Background: an optimization exercise with open tools, aiming at small area and a short achievable clock period. Do not read the settings as production practice.
Only simulation tests tie the RTL to the original design; equivalence was not proved.
Power figures rest on the tool's default switching activity, not on a simulated workload.

$ cat flow/flow/run.sh
#!/bin/bash
# Standard ORFS layout with two changes: ports get buf_2 buffers instead of
# the resizer's default pick (a delay cell), and CTS uses small clock
# buffers without dummy loads.
set -euo pipefail
cd "$(dirname "$0")/.."
export BUFFER_PORTS_ARGS="-buffer_cell sky130_fd_sc_hd__buf_2"
export CTS_ARGS="-sink_clustering_enable -repair_clock_nets -dont_use_dummy_load -buf_list {sky130_fd_sc_hd__clkbuf_4 sky130_fd_sc_hd__clkbuf_8}"
bash standard.sh > flow_standard.log 2>&1
$ cat flow/standard.sh
#!/bin/bash
# synth_recipe.tcl (not shown) runs the flow's synth.tcl, then flattens the netlist and writes it again
# the make line also repeats each setting of config.mk as NAME=value (left out here)
make -C /OpenROAD-flow-scripts/flow DESIGN_CONFIG=/design/flow/config.mk WORK_HOME=/design/flow/orfs CLKGATE_MAP_FILE= SYNTH_SCRIPT=/design/flow/synth_recipe.tcl "${@:-finish}"
$ cat flow/config.mk
export PLATFORM = sky130hd
export DESIGN_NAME = TNS_dec_33
export DESIGN_NICKNAME = TNS_dec_33
export VERILOG_FILES = /design/flow/design.v
export SDC_FILE = /design/flow/constraint.sdc
export NUM_CORES = 4
export LEC_CHECK = 0
export ABC_AREA = 0
export ABC_CLOCK_PERIOD_IN_PS = 10000
export CAP_MARGIN = 20
export CORE_MARGIN = 2
export CORE_UTILIZATION = 40
export SLEW_MARGIN = 20
export SYNTH_HIERARCHICAL = 1
export SYNTH_MINIMUM_KEEP_SIZE = 0
$ cat flow/constraint.sdc
create_clock -name core_clock -period 12.0 [get_ports {clk}]
set_input_delay 2.4000 -clock core_clock [delete_from_list [all_inputs] [get_ports {clk}]]
set_output_delay 2.4000 -clock core_clock [all_outputs]
set_load 0.01 [all_outputs]
$ cat flow/design.v
`timescale 1ns / 1ps
module TNS_dec_33(
    input wire clk,
    input wire rst_n,
    input wire [32:0] codein,
    output reg [30 - 1 : 0] dataout
    );
    wire [29:0] sum;
    wire ci2;
    wire ci3;
    wire ci4;
    wire ci6;
    wire ci7;
    wire ci8;
    wire ci9;
    wire ci10;
    wire ci12;
    wire ci13;
    wire ci14;
    wire ci15;
    wire ci16;
    wire ci17;
    wire ci18;
    wire ci19;
    wire ci20;
    wire ci21;
    wire ci22;
    wire ci23;
    wire ci24;
    wire ci25;
    wire ci26;
    wire ci27;
    wire ci28;
    wire ci29;
    wire ci30;
    wire ci31;
    wire ci32;
    wire s1, c2;
    wire s3, c4;
    wire s5, c6;
    wire s7, c8;
    wire s9, c10;
    wire s11, c12;
    wire s13, c14;
    wire s15, c16;
    wire s17, c18;
    wire s19, c20;
    wire s21, c22;
    wire s23, c24;
    wire s25, c26;
    wire s27, c28;
    wire s29, c30;
    wire s31, c32;
    wire s33, c34;
    wire s35, c36;
    wire s37, c38;
    wire s39, c40;
    wire s41, c42;
    wire s43, c44;
    wire s45, c46;
    wire s47, c48;
    wire s49, c50;
    wire s51, c52;
    wire s53, c54;
    wire s55, c56;
    wire s57, c58;
    wire s59, c60;
    wire s61, c62;
    wire s63, c64;
    wire s65, c66;
    wire s67, c68;
    wire s69, c70;
    wire s71, c72;
    wire s73, c74;
    wire s75, c76;
    wire s77, c78;
    wire s79, c80;
    wire s81, c82;
    wire s83, c84;
    wire s85, c86;
    wire s87, c88;
    wire s89, c90;
    wire s91, c92;
    wire s93, c94;
    wire s95, c96;
    wire s97, c98;
    wire s99, c100;
    wire s101, c102;
    wire s103, c104;
    wire s105, c106;
    wire s107, c108;
    wire s109, c110;
    wire s111, c112;
    wire s113, c114;
    wire s115, c116;
    wire s117, c118;
    wire s119, c120;
    wire s121, c122;
    wire s123, c124;
    wire s125, c126;
    wire s127, c128;
    wire s129, c130;
    wire s131, c132;
    wire s133, c134;
    wire s135, c136;
    wire s137, c138;
    wire s139, c140;
    wire s141, c142;
    wire s143, c144;
    wire s145, c146;
    wire s147, c148;
    wire s149, c150;
    wire s151, c152;
    wire s153, c154;
    wire s155, c156;
    wire s157, c158;
    wire s159, c160;
    wire s161, c162;
    wire s163, c164;
    wire s165, c166;
    wire s167, c168;
    wire s169, c170;
    wire s171, c172;
    wire s173, c174;
    wire s175, c176;
    wire s177, c178;
    wire s179, c180;
    wire s181, c182;
    wire s183, c184;
    wire s185, c186;
    wire s187, c188;
    wire s189, c190;
    wire s191, c192;
    wire s193, c194;
    wire s195, c196;
    wire s197, c198;
    wire s199, c200;
    wire s201, c202;
    wire s203, c204;
    wire s205, c206;
    wire s207, c208;
    wire s209, c210;
    wire s211, c212;
    wire s213, c214;
    wire s215, c216;
    wire s217, c218;
    wire s219, c220;
    wire s221, c222;
    wire s223, c224;
    wire s225, c226;
    wire s227, c228;
    wire s229, c230;
    wire s231, c232;
    wire s233, c234;
    wire s235, c236;
    wire s237, c238;
    wire s239, c240;
    wire s241, c242;
    wire s243, c244;
    wire s245, c246;
    wire s247, c248;
    wire s249, c250;
    wire s251, c252;
    wire s253, c254;
    wire s255, c256;
    wire s257, c258;
    wire s259, c260;
    wire s261, c262;
    wire s263, c264;
    wire s265, c266;
    wire s267, c268;
    wire s269, c270;
    wire s271, c272;
    wire s273, c274;
    wire s275, c276;
    wire s277, c278;
    wire s279, c280;
    wire s281, c282;
    wire s283, c284;
    wire s285, c286;
    wire s287, c288;
    wire s289, c290;
    wire s291, c292;
    wire s293, c294;
    wire s295, c296;
    wire s297, c298;
    wire s299, c300;
    wire s301, c302;
    wire s303, c304;
    wire s305, c306;
    wire s307, c308;
    wire s309, c310;
    wire s311, c312;
    wire s313, c314;
    wire s315, c316;
    wire s317, c318;
    wire s319, c320;
    wire s321, c322;
    wire s323, c324;
    wire y325;
    wire y326;
    wire y327;
    wire y328;
    wire y329;
    wire y330;
    wire y331;
    wire y332;
    wire y333;
    wire y334;
    wire y335;
    wire y336;
    wire y337;
    wire y338;
    wire y339;
    wire y340;
    wire y341;
    wire y342;
    wire y343;
    wire y344;
    wire y345;
    wire y346;
    wire y347;
    wire y348;
    wire y349;
    wire y350;
    wire y351;
    wire y352;
    wire y353;
    wire y354;
    wire y355;
    wire y356;
    wire y357;
    wire y358;
    wire y360;
    wire y361;
    wire y363;
    wire y364;
    wire y365;
    wire y366;
    wire y367;
    wire y368;
    wire y369;
    wire y370;
    wire y371;
    wire y372;
    wire y373;
    wire y374;
    wire y375;
    wire y376;
    wire y377;
    wire y378;
    wire y379;
    wire y380;
    wire y381;
    wire y382;
    wire y383;
    wire y384;
    wire y385;
    wire y386;
    wire y387;
    wire y388;
    wire y391;
    wire y392;
    wire y395;
    wire y397;
    wire y398;
    wire y399;
    wire y400;
    wire y401;
    wire y402;
    wire y403;
    wire y404;
    wire y405;
    wire y406;
    wire y407;
    wire y408;
    wire y409;
    wire y410;
    wire y411;
    wire y412;
    wire y413;
    wire y414;
    wire y415;
    wire y416;
    wire y417;
    wire y418;
    wire y419;
    wire y420;
    wire y421;
    wire y422;
    wire y423;
    wire y424;
    wire y425;
    wire y426;
    wire y427;
    wire y428;
    wire y431;
    wire y433;
    wire y436;
    wire y437;
    wire y439;
    wire y440;
    wire y441;
    wire y442;
    wire y443;
    wire y444;
    wire y445;
    wire y446;
    wire y447;
    wire y448;
    wire y449;
    wire y450;
    wire y451;
    wire y452;
    wire y453;
    wire y454;
    wire y455;
    wire y456;
    wire y457;
    wire y458;
    wire y459;
    wire y460;
    wire y461;
    wire y462;
    wire y464;
    wire y466;
    wire y468;
    wire y469;
    wire y472;
    wire y473;
    wire y475;
    wire y477;
    wire y478;
    wire y480;
    wire y482;
    wire y483;
    wire y484;
    wire y485;
    wire y488;
    wire y489;
    wire y491;
    wire y493;
    wire y495;
    wire y497;
    wire y499;
    wire y502;
    wire y504;
    wire y506;
    wire y507;
    wire y512;
    wire y513;
    wire y514;
    wire y515;
    wire y516;
    wire y517;
    wire y518;
    wire y519;
    wire y520;
    wire y521;
    wire y522;
    wire y523;
    wire y524;
    wire y525;
    wire y526;
    wire y527;
    wire y528;
    wire y529;
    wire y530;
    wire y531;
    wire y532;
    wire y533;
    wire y534;
    wire y535;
    TNS_inv u_ci2 (.a(codein[2]), .y(ci2));
    TNS_inv u_ci3 (.a(codein[3]), .y(ci3));
    TNS_inv u_ci4 (.a(codein[4]), .y(ci4));
    TNS_inv u_ci6 (.a(codein[6]), .y(ci6));
    TNS_inv u_ci7 (.a(codein[7]), .y(ci7));
    TNS_inv u_ci8 (.a(codein[8]), .y(ci8));
    TNS_inv u_ci9 (.a(codein[9]), .y(ci9));
    TNS_inv u_ci10 (.a(codein[10]), .y(ci10));
    TNS_inv u_ci12 (.a(codein[12]), .y(ci12));
    TNS_inv u_ci13 (.a(codein[13]), .y(ci13));
    TNS_inv u_ci14 (.a(codein[14]), .y(ci14));
    TNS_inv u_ci15 (.a(codein[15]), .y(ci15));
    TNS_inv u_ci16 (.a(codein[16]), .y(ci16));
    TNS_inv u_ci17 (.a(codein[17]), .y(ci17));
    TNS_inv u_ci18 (.a(codein[18]), .y(ci18));
    TNS_inv u_ci19 (.a(codein[19]), .y(ci19));
    TNS_inv u_ci20 (.a(codein[20]), .y(ci20));
    TNS_inv u_ci21 (.a(codein[21]), .y(ci21));
    TNS_inv u_ci22 (.a(codein[22]), .y(ci22));
    TNS_inv u_ci23 (.a(codein[23]), .y(ci23));
    TNS_inv u_ci24 (.a(codein[24]), .y(ci24));
    TNS_inv u_ci25 (.a(codein[25]), .y(ci25));
    TNS_inv u_ci26 (.a(codein[26]), .y(ci26));
    TNS_inv u_ci27 (.a(codein[27]), .y(ci27));
    TNS_inv u_ci28 (.a(codein[28]), .y(ci28));
    TNS_inv u_ci29 (.a(codein[29]), .y(ci29));
    TNS_inv u_ci30 (.a(codein[30]), .y(ci30));
    TNS_inv u_ci31 (.a(codein[31]), .y(ci31));
    TNS_inv u_ci32 (.a(codein[32]), .y(ci32));
    TNS_fa u_s1 (.a(codein[0]), .b(codein[5]), .ci(codein[6]), .s(s1), .co(c2));
    TNS_fa u_s3 (.a(codein[11]), .b(codein[12]), .ci(codein[17]), .s(s3), .co(c4));
    TNS_fa u_s5 (.a(codein[18]), .b(codein[23]), .ci(codein[24]), .s(s5), .co(c6));
    TNS_fa u_s7 (.a(codein[29]), .b(codein[30]), .ci(codein[32]), .s(s7), .co(c8));
    TNS_fa u_s9 (.a(ci2), .b(ci3), .ci(ci8), .s(s9), .co(c10));
    TNS_fa u_s11 (.a(ci9), .b(ci14), .ci(ci15), .s(s11), .co(c12));
    TNS_fa u_s13 (.a(ci20), .b(ci21), .ci(ci26), .s(s13), .co(c14));
    TNS_fa u_s15 (.a(ci27), .b(s1), .ci(s3), .s(s15), .co(c16));
    TNS_fa u_s17 (.a(s5), .b(s7), .ci(s9), .s(s17), .co(c18));
    TNS_fa u_s19 (.a(s11), .b(s13), .ci(s15), .s(s19), .co(c20));
    TNS_ha u_s21 (.a(s17), .b(s19), .s(s21), .co(c22));
    TNS_fa u_s23 (.a(codein[1]), .b(codein[7]), .ci(codein[13]), .s(s23), .co(c24));
    TNS_fa u_s25 (.a(codein[19]), .b(codein[25]), .ci(codein[31]), .s(s25), .co(c26));
    TNS_fa u_s27 (.a(codein[32]), .b(ci4), .ci(ci10), .s(s27), .co(c28));
    TNS_fa u_s29 (.a(ci16), .b(ci22), .ci(ci28), .s(s29), .co(c30));
    TNS_fa u_s31 (.a(c2), .b(c4), .ci(c6), .s(s31), .co(c32));
    TNS_fa u_s33 (.a(c8), .b(s23), .ci(s25), .s(s33), .co(c34));
    TNS_fa u_s35 (.a(c10), .b(c12), .ci(c14), .s(s35), .co(c36));
    TNS_fa u_s37 (.a(s27), .b(s29), .ci(c16), .s(s37), .co(c38));
    TNS_fa u_s39 (.a(s31), .b(s33), .ci(c18), .s(s39), .co(c40));
    TNS_fa u_s41 (.a(s35), .b(c20), .ci(s37), .s(s41), .co(c42));
    TNS_fa u_s43 (.a(s39), .b(c22), .ci(s41), .s(s43), .co(c44));
    TNS_fa u_s45 (.a(codein[2]), .b(codein[5]), .ci(codein[8]), .s(s45), .co(c46));
    TNS_fa u_s47 (.a(codein[11]), .b(codein[14]), .ci(codein[20]), .s(s47), .co(c48));
    TNS_fa u_s49 (.a(codein[23]), .b(codein[26]), .ci(codein[29]), .s(s49), .co(c50));
    TNS_fa u_s51 (.a(ci17), .b(c24), .ci(c26), .s(s51), .co(c52));
    TNS_fa u_s53 (.a(s45), .b(s47), .ci(s49), .s(s53), .co(c54));
    TNS_fa u_s55 (.a(c28), .b(c30), .ci(c32), .s(s55), .co(c56));
    TNS_fa u_s57 (.a(c34), .b(s51), .ci(s53), .s(s57), .co(c58));
    TNS_fa u_s59 (.a(c36), .b(c38), .ci(s55), .s(s59), .co(c60));
    TNS_fa u_s61 (.a(s57), .b(c40), .ci(c42), .s(s61), .co(c62));
    TNS_fa u_s63 (.a(s59), .b(c44), .ci(s61), .s(s63), .co(c64));
    TNS_fa u_s65 (.a(codein[3]), .b(codein[15]), .ci(codein[27]), .s(s65), .co(c66));
    TNS_fa u_s67 (.a(ci9), .b(ci17), .ci(ci21), .s(s67), .co(c68));
    TNS_fa u_s69 (.a(c46), .b(c48), .ci(c50), .s(s69), .co(c70));
    TNS_fa u_s71 (.a(s65), .b(s67), .ci(c52), .s(s71), .co(c72));
    TNS_fa u_s73 (.a(c54), .b(s69), .ci(c56), .s(s73), .co(c74));
    TNS_fa u_s75 (.a(s71), .b(c58), .ci(c60), .s(s75), .co(c76));
    TNS_fa u_s77 (.a(s73), .b(c62), .ci(s75), .s(s77), .co(c78));
    TNS_ha u_s79 (.a(c64), .b(s77), .s(s79), .co(c80));
    TNS_fa u_s81 (.a(codein[4]), .b(codein[5]), .ci(codein[8]), .s(s81), .co(c82));
    TNS_fa u_s83 (.a(codein[16]), .b(codein[18]), .ci(codein[28]), .s(s83), .co(c84));
    TNS_fa u_s85 (.a(codein[29]), .b(codein[32]), .ci(ci6), .s(s85), .co(c86));
    TNS_fa u_s87 (.a(ci10), .b(ci20), .ci(ci22), .s(s87), .co(c88));
    TNS_fa u_s89 (.a(ci30), .b(c66), .ci(s81), .s(s89), .co(c90));
    TNS_fa u_s91 (.a(s83), .b(c68), .ci(s85), .s(s91), .co(c92));
    TNS_fa u_s93 (.a(s87), .b(c70), .ci(s89), .s(s93), .co(c94));
    TNS_fa u_s95 (.a(s91), .b(c72), .ci(s93), .s(s95), .co(c96));
    TNS_fa u_s97 (.a(c74), .b(s95), .ci(c76), .s(s97), .co(c98));
    TNS_fa u_s99 (.a(c78), .b(s97), .ci(c80), .s(s99), .co(c100));
    TNS_fa u_s101 (.a(codein[14]), .b(codein[15]), .ci(codein[19]), .s(s101), .co(c102));
    TNS_fa u_s103 (.a(codein[31]), .b(ci7), .ci(ci9), .s(s103), .co(c104));
    TNS_fa u_s105 (.a(ci12), .b(ci23), .ci(c82), .s(s105), .co(c106));
    TNS_fa u_s107 (.a(c84), .b(s101), .ci(c86), .s(s107), .co(c108));
    TNS_fa u_s109 (.a(c88), .b(s103), .ci(c90), .s(s109), .co(c110));
    TNS_fa u_s111 (.a(s105), .b(c92), .ci(s107), .s(s111), .co(c112));
    TNS_fa u_s113 (.a(c94), .b(s109), .ci(s111), .s(s113), .co(c114));
    TNS_fa u_s115 (.a(c96), .b(s113), .ci(c98), .s(s115), .co(c116));
    TNS_fa u_s117 (.a(codein[6]), .b(codein[26]), .ci(codein[27]), .s(s117), .co(c118));
    TNS_fa u_s119 (.a(ci10), .b(ci13), .ci(ci16), .s(s119), .co(c120));
    TNS_fa u_s121 (.a(ci20), .b(ci24), .ci(ci29), .s(s121), .co(c122));
    TNS_fa u_s123 (.a(ci31), .b(ci32), .ci(c102), .s(s123), .co(c124));
    TNS_fa u_s125 (.a(s117), .b(c104), .ci(s119), .s(s125), .co(c126));
    TNS_fa u_s127 (.a(s121), .b(c106), .ci(s123), .s(s127), .co(c128));
    TNS_fa u_s129 (.a(c108), .b(s125), .ci(c110), .s(s129), .co(c130));
    TNS_fa u_s131 (.a(s127), .b(c112), .ci(s129), .s(s131), .co(c132));
    TNS_fa u_s133 (.a(c114), .b(s131), .ci(c116), .s(s133), .co(c134));
    TNS_fa u_s135 (.a(codein[7]), .b(codein[8]), .ci(codein[9]), .s(s135), .co(c136));
    TNS_fa u_s137 (.a(ci12), .b(ci15), .ci(ci16), .s(s137), .co(c138));
    TNS_fa u_s139 (.a(ci18), .b(ci25), .ci(ci28), .s(s139), .co(c140));
    TNS_fa u_s141 (.a(c118), .b(s135), .ci(c120), .s(s141), .co(c142));
    TNS_fa u_s143 (.a(c122), .b(s137), .ci(s139), .s(s143), .co(c144));
    TNS_fa u_s145 (.a(c124), .b(c126), .ci(s141), .s(s145), .co(c146));
    TNS_fa u_s147 (.a(s143), .b(c128), .ci(s145), .s(s147), .co(c148));
    TNS_fa u_s149 (.a(c130), .b(s147), .ci(c132), .s(s149), .co(c150));
    TNS_fa u_s151 (.a(codein[9]), .b(codein[17]), .ci(1'b1), .s(s151), .co(c152));
    TNS_fa u_s153 (.a(codein[21]), .b(codein[32]), .ci(ci10), .s(s153), .co(c154));
    TNS_fa u_s155 (.a(ci13), .b(ci19), .ci(ci20), .s(s155), .co(c156));
    TNS_fa u_s157 (.a(ci23), .b(ci24), .ci(ci27), .s(s157), .co(c158));
    TNS_fa u_s159 (.a(ci28), .b(ci30), .ci(c136), .s(s159), .co(c160));
    TNS_fa u_s161 (.a(s151), .b(c138), .ci(c140), .s(s161), .co(c162));
    TNS_fa u_s163 (.a(s153), .b(s155), .ci(s157), .s(s163), .co(c164));
    TNS_fa u_s165 (.a(s159), .b(c142), .ci(c144), .s(s165), .co(c166));
    TNS_fa u_s167 (.a(s161), .b(s163), .ci(c146), .s(s167), .co(c168));
    TNS_fa u_s169 (.a(s165), .b(c148), .ci(s167), .s(s169), .co(c170));
    TNS_fa u_s171 (.a(codein[15]), .b(codein[22]), .ci(ci12), .s(s171), .co(c172));
    TNS_fa u_s173 (.a(ci25), .b(ci29), .ci(ci31), .s(s173), .co(c174));
    TNS_fa u_s175 (.a(c152), .b(c154), .ci(c156), .s(s175), .co(c176));
    TNS_fa u_s177 (.a(c158), .b(s171), .ci(s173), .s(s177), .co(c178));
    TNS_fa u_s179 (.a(c160), .b(c162), .ci(c164), .s(s179), .co(c180));
    TNS_fa u_s181 (.a(s175), .b(s177), .ci(c166), .s(s181), .co(c182));
    TNS_fa u_s183 (.a(s179), .b(c168), .ci(s181), .s(s183), .co(c184));
    TNS_fa u_s185 (.a(codein[10]), .b(codein[11]), .ci(codein[13]), .s(s185), .co(c186));
    TNS_fa u_s187 (.a(codein[16]), .b(codein[17]), .ci(codein[20]), .s(s187), .co(c188));
    TNS_fa u_s189 (.a(codein[23]), .b(codein[26]), .ci(ci12), .s(s189), .co(c190));
    TNS_fa u_s191 (.a(ci14), .b(ci18), .ci(ci30), .s(s191), .co(c192));
    TNS_fa u_s193 (.a(s185), .b(s187), .ci(c172), .s(s193), .co(c194));
    TNS_fa u_s195 (.a(c174), .b(s189), .ci(s191), .s(s195), .co(c196));
    TNS_fa u_s197 (.a(c176), .b(c178), .ci(s193), .s(s197), .co(c198));
    TNS_fa u_s199 (.a(s195), .b(c180), .ci(s197), .s(s199), .co(c200));
    TNS_fa u_s201 (.a(c182), .b(s199), .ci(c184), .s(s201), .co(c202));
    TNS_fa u_s203 (.a(ci19), .b(ci24), .ci(ci31), .s(s203), .co(c204));
    TNS_fa u_s205 (.a(c186), .b(c188), .ci(c190), .s(s205), .co(c206));
    TNS_fa u_s207 (.a(c192), .b(s203), .ci(c194), .s(s207), .co(c208));
    TNS_fa u_s209 (.a(c196), .b(s205), .ci(c198), .s(s209), .co(c210));
    TNS_fa u_s211 (.a(s207), .b(c200), .ci(s209), .s(s211), .co(c212));
    TNS_fa u_s213 (.a(codein[12]), .b(codein[18]), .ci(codein[21]), .s(s213), .co(c214));
    TNS_fa u_s215 (.a(ci13), .b(ci23), .ci(ci25), .s(s215), .co(c216));
    TNS_fa u_s217 (.a(ci32), .b(s213), .ci(c204), .s(s217), .co(c218));
    TNS_fa u_s219 (.a(s215), .b(c206), .ci(s217), .s(s219), .co(c220));
    TNS_fa u_s221 (.a(c208), .b(s219), .ci(c210), .s(s221), .co(c222));
    TNS_fa u_s223 (.a(codein[13]), .b(codein[14]), .ci(codein[19]), .s(s223), .co(c224));
    TNS_fa u_s225 (.a(codein[22]), .b(ci20), .ci(ci26), .s(s225), .co(c226));
    TNS_fa u_s227 (.a(c214), .b(s223), .ci(c216), .s(s227), .co(c228));
    TNS_fa u_s229 (.a(s225), .b(c218), .ci(s227), .s(s229), .co(c230));
    TNS_fa u_s231 (.a(c220), .b(s229), .ci(c222), .s(s231), .co(c232));
    TNS_fa u_s233 (.a(codein[15]), .b(codein[17]), .ci(codein[29]), .s(s233), .co(c234));
    TNS_fa u_s235 (.a(codein[30]), .b(codein[32]), .ci(ci18), .s(s235), .co(c236));
    TNS_fa u_s237 (.a(ci23), .b(ci27), .ci(c224), .s(s237), .co(c238));
    TNS_fa u_s239 (.a(s233), .b(c226), .ci(s235), .s(s239), .co(c240));
    TNS_fa u_s241 (.a(s237), .b(c228), .ci(s239), .s(s241), .co(c242));
    TNS_fa u_s243 (.a(c230), .b(s241), .ci(c232), .s(s243), .co(c244));
    TNS_fa u_s245 (.a(codein[16]), .b(codein[17]), .ci(codein[21]), .s(s245), .co(c246));
    TNS_fa u_s247 (.a(codein[31]), .b(codein[32]), .ci(ci19), .s(s247), .co(c248));
    TNS_fa u_s249 (.a(ci20), .b(ci28), .ci(c234), .s(s249), .co(c250));
    TNS_fa u_s251 (.a(s245), .b(c236), .ci(s247), .s(s251), .co(c252));
    TNS_fa u_s253 (.a(c238), .b(s249), .ci(c240), .s(s253), .co(c254));
    TNS_fa u_s255 (.a(s251), .b(c242), .ci(s253), .s(s255), .co(c256));
    TNS_fa u_s257 (.a(codein[22]), .b(ci29), .ci(c246), .s(s257), .co(c258));
    TNS_fa u_s259 (.a(c248), .b(c250), .ci(s257), .s(s259), .co(c260));
    TNS_fa u_s261 (.a(c252), .b(s259), .ci(c254), .s(s261), .co(c262));
    TNS_fa u_s263 (.a(codein[18]), .b(codein[23]), .ci(codein[32]), .s(s263), .co(c264));
    TNS_fa u_s265 (.a(ci20), .b(ci30), .ci(s263), .s(s265), .co(c266));
    TNS_fa u_s267 (.a(c258), .b(s265), .ci(c260), .s(s267), .co(c268));
    TNS_fa u_s269 (.a(codein[19]), .b(codein[23]), .ci(ci21), .s(s269), .co(c270));
    TNS_fa u_s271 (.a(ci31), .b(c264), .ci(s269), .s(s271), .co(c272));
    TNS_fa u_s273 (.a(c266), .b(s271), .ci(c268), .s(s273), .co(c274));
    TNS_fa u_s275 (.a(codein[20]), .b(codein[22]), .ci(codein[26]), .s(s275), .co(c276));
    TNS_fa u_s277 (.a(codein[27]), .b(codein[30]), .ci(ci24), .s(s277), .co(c278));
    TNS_fa u_s279 (.a(ci29), .b(s275), .ci(c270), .s(s279), .co(c280));
    TNS_fa u_s281 (.a(s277), .b(c272), .ci(s279), .s(s281), .co(c282));
    TNS_fa u_s283 (.a(codein[21]), .b(codein[22]), .ci(codein[25]), .s(s283), .co(c284));
    TNS_fa u_s285 (.a(codein[28]), .b(ci30), .ci(ci31), .s(s285), .co(c286));
    TNS_fa u_s287 (.a(c276), .b(s283), .ci(c278), .s(s287), .co(c288));
    TNS_fa u_s289 (.a(s285), .b(c280), .ci(s287), .s(s289), .co(c290));
    TNS_fa u_s291 (.a(codein[23]), .b(codein[24]), .ci(codein[25]), .s(s291), .co(c292));
    TNS_fa u_s293 (.a(ci27), .b(ci30), .ci(c284), .s(s293), .co(c294));
    TNS_fa u_s295 (.a(s291), .b(c286), .ci(s293), .s(s295), .co(c296));
    TNS_fa u_s297 (.a(c288), .b(s295), .ci(c290), .s(s297), .co(c298));
    TNS_fa u_s299 (.a(codein[24]), .b(codein[29]), .ci(ci28), .s(s299), .co(c300));
    TNS_fa u_s301 (.a(ci31), .b(c292), .ci(s299), .s(s301), .co(c302));
    TNS_fa u_s303 (.a(c294), .b(s301), .ci(c296), .s(s303), .co(c304));
    TNS_fa u_s305 (.a(codein[25]), .b(codein[27]), .ci(codein[32]), .s(s305), .co(c306));
    TNS_fa u_s307 (.a(s305), .b(c300), .ci(c302), .s(s307), .co(c308));
    TNS_fa u_s309 (.a(codein[26]), .b(codein[28]), .ci(codein[30]), .s(s309), .co(c310));
    TNS_fa u_s311 (.a(ci29), .b(c306), .ci(s309), .s(s311), .co(c312));
    TNS_fa u_s313 (.a(codein[27]), .b(codein[31]), .ci(1'b1), .s(s313), .co(c314));
    TNS_fa u_s315 (.a(codein[32]), .b(c310), .ci(s313), .s(s315), .co(c316));
    TNS_fa u_s317 (.a(ci28), .b(c314), .ci(c316), .s(s317), .co(c318));
    TNS_fa u_s319 (.a(codein[28]), .b(codein[29]), .ci(1'b1), .s(s319), .co(c320));
    TNS_fa u_s321 (.a(codein[30]), .b(codein[32]), .ci(1'b1), .s(s321), .co(c322));
    TNS_fa u_s323 (.a(codein[31]), .b(codein[32]), .ci(1'b1), .s(s323), .co(c324));
    TNS_nand2 u_y325 (.a(c100), .b(s115), .y(y325));
    TNS_xnor2 u_y326 (.a(c100), .b(s115), .y(y326));
    TNS_nand2 u_y327 (.a(c134), .b(s149), .y(y327));
    TNS_xnor2 u_y328 (.a(c134), .b(s149), .y(y328));
    TNS_nand2 u_y329 (.a(c150), .b(s169), .y(y329));
    TNS_xnor2 u_y330 (.a(c150), .b(s169), .y(y330));
    TNS_nand2 u_y331 (.a(c170), .b(s183), .y(y331));
    TNS_xnor2 u_y332 (.a(c170), .b(s183), .y(y332));
    TNS_nand2 u_y333 (.a(c202), .b(s211), .y(y333));
    TNS_xnor2 u_y334 (.a(c202), .b(s211), .y(y334));
    TNS_nand2 u_y335 (.a(c212), .b(s221), .y(y335));
    TNS_xnor2 u_y336 (.a(c212), .b(s221), .y(y336));
    TNS_nand2 u_y337 (.a(c244), .b(s255), .y(y337));
    TNS_xnor2 u_y338 (.a(c244), .b(s255), .y(y338));
    TNS_nand2 u_y339 (.a(c256), .b(s261), .y(y339));
    TNS_xnor2 u_y340 (.a(c256), .b(s261), .y(y340));
    TNS_nand2 u_y341 (.a(c262), .b(s267), .y(y341));
    TNS_xnor2 u_y342 (.a(c262), .b(s267), .y(y342));
    TNS_nand2 u_y343 (.a(c274), .b(s281), .y(y343));
    TNS_xnor2 u_y344 (.a(c274), .b(s281), .y(y344));
    TNS_nand2 u_y345 (.a(c282), .b(s289), .y(y345));
    TNS_xnor2 u_y346 (.a(c282), .b(s289), .y(y346));
    TNS_nand2 u_y347 (.a(c298), .b(s303), .y(y347));
    TNS_xnor2 u_y348 (.a(c298), .b(s303), .y(y348));
    TNS_nand2 u_y349 (.a(c304), .b(s307), .y(y349));
    TNS_xnor2 u_y350 (.a(c304), .b(s307), .y(y350));
    TNS_nand2 u_y351 (.a(c308), .b(s311), .y(y351));
    TNS_xnor2 u_y352 (.a(c308), .b(s311), .y(y352));
    TNS_nand2 u_y353 (.a(c312), .b(s315), .y(y353));
    TNS_xnor2 u_y354 (.a(c312), .b(s315), .y(y354));
    TNS_nand2 u_y355 (.a(c318), .b(s319), .y(y355));
    TNS_xnor2 u_y356 (.a(c318), .b(s319), .y(y356));
    TNS_nand2 u_y357 (.a(c320), .b(s321), .y(y357));
    TNS_xnor2 u_y358 (.a(c320), .b(s321), .y(y358));
    TNS_xnor2 u_y360 (.a(c322), .b(s323), .y(y360));
    TNS_inv u_y361 (.a(y326), .y(y361));
    TNS_inv u_y363 (.a(y328), .y(y363));
    TNS_nand2 u_y364 (.a(y363), .b(s133), .y(y364));
    TNS_oai21 u_y365 (.a(y332), .b(y329), .c(y331), .y(y365));
    TNS_nor2 u_y366 (.a(y332), .b(y330), .y(y366));
    TNS_inv u_y367 (.a(y334), .y(y367));
    TNS_nand2 u_y368 (.a(y367), .b(s201), .y(y368));
    TNS_inv u_y369 (.a(y335), .y(y369));
    TNS_nand2 u_y370 (.a(s231), .b(y369), .y(y370));
    TNS_inv u_y371 (.a(y336), .y(y371));
    TNS_nand2 u_y372 (.a(s231), .b(y371), .y(y372));
    TNS_inv u_y373 (.a(y338), .y(y373));
    TNS_nand2 u_y374 (.a(y373), .b(s243), .y(y374));
    TNS_oai21 u_y375 (.a(y342), .b(y339), .c(y341), .y(y375));
    TNS_nor2 u_y376 (.a(y342), .b(y340), .y(y376));
    TNS_inv u_y377 (.a(y344), .y(y377));
    TNS_nand2 u_y378 (.a(y377), .b(s273), .y(y378));
    TNS_inv u_y379 (.a(y345), .y(y379));
    TNS_nand2 u_y380 (.a(s297), .b(y379), .y(y380));
    TNS_inv u_y381 (.a(y346), .y(y381));
    TNS_nand2 u_y382 (.a(s297), .b(y381), .y(y382));
    TNS_oai21 u_y383 (.a(y350), .b(y347), .c(y349), .y(y383));
    TNS_nor2 u_y384 (.a(y350), .b(y348), .y(y384));
    TNS_oai21 u_y385 (.a(y354), .b(y351), .c(y353), .y(y385));
    TNS_nor2 u_y386 (.a(y354), .b(y352), .y(y386));
    TNS_inv u_y387 (.a(y356), .y(y387));
    TNS_nand2 u_y388 (.a(y387), .b(s317), .y(y388));
    TNS_inv u_y391 (.a(y325), .y(y391));
    TNS_nand2 u_y392 (.a(s133), .b(y391), .y(y392));
    TNS_oai21 u_y395 (.a(y364), .b(y325), .c(y327), .y(y395));
    TNS_nand2 u_y397 (.a(s201), .b(y365), .y(y397));
    TNS_nand2 u_y398 (.a(s201), .b(y366), .y(y398));
    TNS_inv u_y399 (.a(y365), .y(y399));
    TNS_oai21 u_y400 (.a(y368), .b(y399), .c(y333), .y(y400));
    TNS_inv u_y401 (.a(y368), .y(y401));
    TNS_nand2 u_y402 (.a(y401), .b(y366), .y(y402));
    TNS_inv u_y403 (.a(y370), .y(y403));
    TNS_nand2 u_y404 (.a(s243), .b(y403), .y(y404));
    TNS_inv u_y405 (.a(y372), .y(y405));
    TNS_nand2 u_y406 (.a(s243), .b(y405), .y(y406));
    TNS_oai21 u_y407 (.a(y374), .b(y370), .c(y337), .y(y407));
    TNS_nor2 u_y408 (.a(y374), .b(y372), .y(y408));
    TNS_nand2 u_y409 (.a(s273), .b(y375), .y(y409));
    TNS_nand2 u_y410 (.a(s273), .b(y376), .y(y410));
    TNS_inv u_y411 (.a(y375), .y(y411));
    TNS_oai21 u_y412 (.a(y378), .b(y411), .c(y343), .y(y412));
    TNS_inv u_y413 (.a(y378), .y(y413));
    TNS_nand2 u_y414 (.a(y413), .b(y376), .y(y414));
    TNS_oai21 u_y415 (.a(y348), .b(y380), .c(y347), .y(y415));
    TNS_nor2 u_y416 (.a(y348), .b(y382), .y(y416));
    TNS_inv u_y417 (.a(y380), .y(y417));
    TNS_aoi21 u_y418 (.a(y384), .b(y417), .c(y383), .y(y418));
    TNS_inv u_y419 (.a(y382), .y(y419));
    TNS_nand2 u_y420 (.a(y384), .b(y419), .y(y420));
    TNS_nand2 u_y421 (.a(s317), .b(y385), .y(y421));
    TNS_nand2 u_y422 (.a(s317), .b(y386), .y(y422));
    TNS_inv u_y423 (.a(y385), .y(y423));
    TNS_oai21 u_y424 (.a(y388), .b(y423), .c(y355), .y(y424));
    TNS_inv u_y425 (.a(y388), .y(y425));
    TNS_nand2 u_y426 (.a(y425), .b(y386), .y(y426));
    TNS_inv u_y427 (.a(y395), .y(y427));
    TNS_oai21 u_y428 (.a(y330), .b(y427), .c(y329), .y(y428));
    TNS_aoi21 u_y431 (.a(y366), .b(y395), .c(y365), .y(y431));
    TNS_oai21 u_y433 (.a(y398), .b(y427), .c(y397), .y(y433));
    TNS_inv u_y436 (.a(y402), .y(y436));
    TNS_aoi21 u_y437 (.a(y436), .b(y395), .c(y400), .y(y437));
    TNS_inv u_y439 (.a(y407), .y(y439));
    TNS_oai21 u_y440 (.a(y340), .b(y439), .c(y339), .y(y440));
    TNS_inv u_y441 (.a(y340), .y(y441));
    TNS_nand2 u_y442 (.a(y441), .b(y408), .y(y442));
    TNS_aoi21 u_y443 (.a(y376), .b(y407), .c(y375), .y(y443));
    TNS_nand2 u_y444 (.a(y376), .b(y408), .y(y444));
    TNS_oai21 u_y445 (.a(y410), .b(y439), .c(y409), .y(y445));
    TNS_inv u_y446 (.a(y410), .y(y446));
    TNS_nand2 u_y447 (.a(y446), .b(y408), .y(y447));
    TNS_inv u_y448 (.a(y414), .y(y448));
    TNS_aoi21 u_y449 (.a(y448), .b(y407), .c(y412), .y(y449));
    TNS_nand2 u_y450 (.a(y448), .b(y408), .y(y450));
    TNS_oai21 u_y451 (.a(y352), .b(y418), .c(y351), .y(y451));
    TNS_nor2 u_y452 (.a(y352), .b(y420), .y(y452));
    TNS_inv u_y453 (.a(y418), .y(y453));
    TNS_aoi21 u_y454 (.a(y386), .b(y453), .c(y385), .y(y454));
    TNS_inv u_y455 (.a(y420), .y(y455));
    TNS_nand2 u_y456 (.a(y386), .b(y455), .y(y456));
    TNS_oai21 u_y457 (.a(y422), .b(y418), .c(y421), .y(y457));
    TNS_nor2 u_y458 (.a(y422), .b(y420), .y(y458));
    TNS_inv u_y459 (.a(y424), .y(y459));
    TNS_oai21 u_y460 (.a(y426), .b(y418), .c(y459), .y(y460));
    TNS_nor2 u_y461 (.a(y426), .b(y420), .y(y461));
    TNS_oai21 u_y462 (.a(y336), .b(y437), .c(y335), .y(y462));
    TNS_oai21 u_y464 (.a(y372), .b(y437), .c(y370), .y(y464));
    TNS_oai21 u_y466 (.a(y406), .b(y437), .c(y404), .y(y466));
    TNS_inv u_y468 (.a(y437), .y(y468));
    TNS_aoi21 u_y469 (.a(y408), .b(y468), .c(y407), .y(y469));
    TNS_inv u_y472 (.a(y440), .y(y472));
    TNS_oai21 u_y473 (.a(y442), .b(y437), .c(y472), .y(y473));
    TNS_oai21 u_y475 (.a(y444), .b(y437), .c(y443), .y(y475));
    TNS_inv u_y477 (.a(y445), .y(y477));
    TNS_oai21 u_y478 (.a(y447), .b(y437), .c(y477), .y(y478));
    TNS_oai21 u_y480 (.a(y450), .b(y437), .c(y449), .y(y480));
    TNS_inv u_y482 (.a(y460), .y(y482));
    TNS_oai21 u_y483 (.a(y358), .b(y482), .c(y357), .y(y483));
    TNS_inv u_y484 (.a(y358), .y(y484));
    TNS_nand2 u_y485 (.a(y484), .b(y461), .y(y485));
    TNS_inv u_y488 (.a(y480), .y(y488));
    TNS_oai21 u_y489 (.a(y346), .b(y488), .c(y345), .y(y489));
    TNS_oai21 u_y491 (.a(y382), .b(y488), .c(y380), .y(y491));
    TNS_aoi21 u_y493 (.a(y416), .b(y480), .c(y415), .y(y493));
    TNS_oai21 u_y495 (.a(y420), .b(y488), .c(y418), .y(y495));
    TNS_aoi21 u_y497 (.a(y452), .b(y480), .c(y451), .y(y497));
    TNS_oai21 u_y499 (.a(y456), .b(y488), .c(y454), .y(y499));
    TNS_aoi21 u_y502 (.a(y458), .b(y480), .c(y457), .y(y502));
    TNS_aoi21 u_y504 (.a(y461), .b(y480), .c(y460), .y(y504));
    TNS_inv u_y506 (.a(y485), .y(y506));
    TNS_aoi21 u_y507 (.a(y506), .b(y480), .c(y483), .y(y507));
    assign sum[0] = s21;
    assign sum[1] = s43;
    assign sum[2] = s63;
    assign sum[3] = s79;
    assign sum[4] = s99;
    assign sum[5] = y361;
    TNS_xnor2 u_y512 (.a(s133), .b(y325), .y(y512));
    assign sum[6] = y512;
    TNS_xor2 u_y513 (.a(y328), .b(y392), .y(y513));
    assign sum[7] = y513;
    TNS_xnor2 u_y514 (.a(y330), .b(y395), .y(y514));
    assign sum[8] = y514;
    TNS_xnor2 u_y515 (.a(y332), .b(y428), .y(y515));
    assign sum[9] = y515;
    TNS_xnor2 u_y516 (.a(s201), .b(y431), .y(y516));
    assign sum[10] = y516;
    TNS_xnor2 u_y517 (.a(y334), .b(y433), .y(y517));
    assign sum[11] = y517;
    TNS_xor2 u_y518 (.a(y336), .b(y437), .y(y518));
    assign sum[12] = y518;
    TNS_xor2 u_y519 (.a(s231), .b(y462), .y(y519));
    assign sum[13] = y519;
    TNS_xor2 u_y520 (.a(s243), .b(y464), .y(y520));
    assign sum[14] = y520;
    TNS_xnor2 u_y521 (.a(y338), .b(y466), .y(y521));
    assign sum[15] = y521;
    TNS_xor2 u_y522 (.a(y340), .b(y469), .y(y522));
    assign sum[16] = y522;
    TNS_xnor2 u_y523 (.a(y342), .b(y473), .y(y523));
    assign sum[17] = y523;
    TNS_xor2 u_y524 (.a(s273), .b(y475), .y(y524));
    assign sum[18] = y524;
    TNS_xnor2 u_y525 (.a(y344), .b(y478), .y(y525));
    assign sum[19] = y525;
    TNS_xnor2 u_y526 (.a(y346), .b(y480), .y(y526));
    assign sum[20] = y526;
    TNS_xor2 u_y527 (.a(s297), .b(y489), .y(y527));
    assign sum[21] = y527;
    TNS_xnor2 u_y528 (.a(y348), .b(y491), .y(y528));
    assign sum[22] = y528;
    TNS_xor2 u_y529 (.a(y350), .b(y493), .y(y529));
    assign sum[23] = y529;
    TNS_xnor2 u_y530 (.a(y352), .b(y495), .y(y530));
    assign sum[24] = y530;
    TNS_xor2 u_y531 (.a(y354), .b(y497), .y(y531));
    assign sum[25] = y531;
    TNS_xor2 u_y532 (.a(s317), .b(y499), .y(y532));
    assign sum[26] = y532;
    TNS_xor2 u_y533 (.a(y356), .b(y502), .y(y533));
    assign sum[27] = y533;
    TNS_xor2 u_y534 (.a(y358), .b(y504), .y(y534));
    assign sum[28] = y534;
    TNS_xor2 u_y535 (.a(y360), .b(y507), .y(y535));
    assign sum[29] = y535;
    always @(posedge clk or negedge rst_n) begin
        if (~rst_n) begin
            dataout <= 0;
        end
        else begin
            dataout <= sum;
        end
    end
endmodule
module TNS_fa(
    input wire a,
    input wire b,
    input wire ci,
    output wire s,
    output wire co
    );
    assign s = a ^ b ^ ci;
    assign co = (a & b) | (a & ci) | (b & ci);
endmodule
module TNS_ha(
    input wire a,
    input wire b,
    output wire s,
    output wire co
    );
    assign s = a ^ b;
    assign co = a & b;
endmodule
module TNS_inv(
    input wire a,
    output wire y
    );
    assign y = ~a;
endmodule
module TNS_nand2(
    input wire a,
    input wire b,
    output wire y
    );
    assign y = ~(a & b);
endmodule
module TNS_nor2(
    input wire a,
    input wire b,
    output wire y
    );
    assign y = ~(a | b);
endmodule
module TNS_xor2(
    input wire a,
    input wire b,
    output wire y
    );
    assign y = a ^ b;
endmodule
module TNS_xnor2(
    input wire a,
    input wire b,
    output wire y
    );
    assign y = ~(a ^ b);
endmodule
module TNS_aoi21(
    input wire a,
    input wire b,
    input wire c,
    output wire y
    );
    assign y = ~((a & b) | c);
endmodule
module TNS_oai21(
    input wire a,
    input wire b,
    input wire c,
    output wire y
    );
    assign y = ~((a | b) & c);
endmodule
==> run notes <==
==> kinds of logic after synthesis <==
family / after synthesis
AOI/OAI and AO/OA: 41
DFF: 30
buffers and inverters: 66
and+or+nand+nor: 54
other: 1
xor gates and xnor gates: 42
adders and majority gates: 162
==> Yosys stat by module (local to each module, per instance) <==
module | flip-flops and latches | times used | cell area (um^2)
TNS_aoi21 | 0 | 12 | 8.76
TNS_dec_33 | 30 | 1 | 754
TNS_fa | 0 | 160 | 20.0
TNS_ha | 0 | 2 | 12.5
TNS_inv | 0 | 66 | 3.75
TNS_nand2 | 0 | 45 | 3.75
TNS_nor2 | 0 | 9 | 3.75
TNS_oai21 | 0 | 29 | 5.00
TNS_xnor2 | 0 | 29 | 8.76
TNS_xor2 | 0 | 13 | 8.76
==> report_power, final <==
part           leakage [nW]  switching, mW  total (mW)  internal, mW
Clock                0.0359         0.0400      0.0773        0.0374
Sequential            0.350         0.0109       0.196         0.185
Combinational          2.09          0.783        1.39         0.602
==> through the flow <==
| stage | hold WS (ns) | utilization (%) | cell area (um^2) | power (mW) |
|---|---|---|---|---|
| 3_5_place_dp | 2.52 | 44.9 | 5600 | 1.60 |
| 5_1_grt | 2.24 | 45.5 | 5670 | 1.87 |
| 3_3_place_gp | 2.50 | 44.9 | 5600 | 1.58 |
| 6_report | 2.17 | 45.5 | 5670 | 1.66 |
| 4_1_cts | 2.19 | 45.5 | 5670 | 1.69 |
| 2_1_floorplan | 2.10 | - | 5070 | 1.29 |
==> area by class of cell <==
cell class | count | area, um^2
Clock buffer | 5 | 68.8
Fill cell | 1176 | 6800
Inverter | 66 | 248
Multi-Input combinational cell | 304 | 4070
Sequential cell | 30 | 751
Tap cell | 172 | 215
Timing Repair Buffer | 64 | 320
==> worst paths after layout <==
kind	start	endpoint	slack, ns	depth (start not counted)
setup / recovery	codein[17]	dataout[26]	4.09	18
hold / removal	rst_n	dataout[22]	2.17	1
max in group asynchronous	rst_n	dataout[18]	9.34	1
min in group core_clock	codein[28]	dataout[27]	2.80	4
==> metal layers <==
| metal | track usage (%) | up-vias | share of wire, % | wire [um] |
|---|---|---|---|---|
| li1 | - | 1309 | - | - |
| met1 | 26.1 | 1586 | 40 | 4500 |
| met2 | 32.9 | 85 | 51 | 5780 |
| met3 | 4.77 | 8 | 7.1 | 794 |
| met4 | 4.52 | 0 | 1.3 | 150 |
| met5 | 0 | - | 0 | 0 |
==> cell usage after synthesis, drive strengths merged <==
cell type  instances  area share, %
nand2             45            3.3
o21ai             29            2.9
nor2               9           0.67
a21oi             12            2.1
xnor2             29            5.0
conb               1          0.074
fa               160             63
ha                 2           0.50
inv               66            4.9
dfrtp             30             15
xor2              13            2.3
==> results.json <==
{
  "outcome": "finished clean",
  "hold_buffers": 0,
  "clkSinkCount": 30,
  "portBuffers": 64,
  "period_share_pct": 65.9,
  "fp.dieH_um": 116,
  "crit_fanout": 9,
  "setup_tns_ns": 0,
  "fmax_ghz": 0.126,
  "synth_xor_area_share_pct": 7.28,
  "yosysUniqueCellTypes": 11,
  "grt_max_degree": 31,
  "crit_slowest_cell": "o21ai_1",
  "drc": 0,
  "syn_area_um2": 5050,
  "top_regs": "dataout: 30 flops",
  "crit_arrival_ns": 8.14,
  "placementRows": 41,
  "numCtsBuffers": 5,
  "dp_cells": 636,
  "stdcell_count": 641,
  "muxShareOfSynthArea_pct": 0,
  "post-place-ws_ns": 3.75,
  "first_pass_iters": 4,
  "cts_tree": "done",
  "cap_violations": 0,
  "ctsResizeCount": 0,
  "layout_commonest_cell": "fa_1",
  "antenna_left": 0,
  "syn_area_per_cell_um2": 12.8,
  "worst_pin_slew_ns": 0.803,
  "grt_pass1_vias": 3613,
  "critPathLaunchType": "input port",
  "final_cell_mix": "fa_1 (160), inv_1 (66), buf_2 (64), nand2_1 (45), dfrtp_1 (30)",
  "routabilityCongestion": 0.970,
  "hold_class": "in2async",
  "grt.overflow.total": 0,
  "post_cts_buffers": 0,
  "critPathMostFrequentCell": "fa_1",
  "netlist_instances": 396,
  "path_delay_family": "adder cells",
  "hold_viol_final": 0,
  "cp_cell_sequence": "buf_2 > fa_1 > fa_1 > fa_1 > fa_1 > fa_1 > fa_1 > fa_1 > fa_1 > xnor2_1 > inv_1 > nand2_1 > o21ai_1 > a21oi_2 > o21ai_1 > inv_1 > o21ai_1 > xor2_1",
  "diodes": 0,
  "grt_pass1_wl_mm": 19.3,
  "largest-register": "dataout",
  "cts_root_buf": "clkbuf_8",
  "seq_area_frac_synth_pct": 14.9,
  "slowest_delay_ns": 0.71,
  "synth_simple_gate_area_share_pct": 4.01,
  "viasPerCell": 4.66,
  "slew_headroom_pct": 46.1,
  "setup_slack_ns": 4.09,
  "coreArea_um2": 12500,
  "largest_register_ffs": 30,
  "setup_viol": 0,
  "die_area_um2": 13500,
  "drt_iter0_drc": 188,
  "synth_fa_ha_area_share_pct": 63.9,
  "syn_to_final_growth_pct": 12.3,
  "wl_mm": 11.2,
  "antenna_found_initial": 0,
  "slew_violations": 0,
  "ctsHtreeMaxLevel": 2,
  "vias": 2988,
  "synth_compound_area_share_pct": 4.95,
  "required_ns": 12.23,
  "drive_gt1_share_pct": 17.3,
  "path_class": "in2reg",
  "cp-end-kind": "flop",
  "start_util_pct": 40.5,
  "rsz0062_at_grt": "false",
  "synth_top_family_by_area": "adder cells",
  "pwr_density_cell_nw_per_um2": 292,
  "grt_use_total_pct": 19.6,
  "ir_drop_uv": 169,
  "ys_warn_count": 7,
  "wl_per_cell_um": 17.5,
  "clk_path_buf_depth": 2,
  "hpwl_mm": 10.1,
  "fp.dieW_um": 116,
  "leakage_nw": 2.48,
  "post-route-min-period_ns": 7.91,
  "clk_pin_slew_worst_paths_ns": 0.07,
  "critPathBufInv": 3,
  "layout.nets": 668,
  "synth-seq-cells": 30,
  "ios": 65
}

[static timing again, ports no longer ideal]
How much do the figures lean on ideal ports? The routed layout below was timed once more, with nothing changed but the port constraints. Step 1 (the two cells are an assumption about what drives the block):
set clk [get_ports {clk}]
set_driving_cell -lib_cell sky130_fd_sc_hd__clkbuf_16 $clk
set_driving_cell -lib_cell sky130_fd_sc_hd__buf_2 [delete_from_list [all_inputs] $clk]
Step 2 adds t to the input delays and takes it off the output delays; t is the mean of the earliest and latest rising clock arrival at the registers after step 1. Input paths then give back, and output paths get back, about the clock's delay inside the block. Slacks: no drivers / after step 1 / after step 2; pairs: no drivers / after step 1.
t, ns: 0.327
setup WS [ns]: 4.089 / 4.093 / 3.766
worst hold slack (ns): 2.170 / 2.156 / 2.483
latest minus earliest clock arrival (ns): 0.014 / 0.015
After both steps setup and hold are still met in this run. The setup slack of this run moves by +0.004 ns with the drivers and by -0.323 ns with both steps.
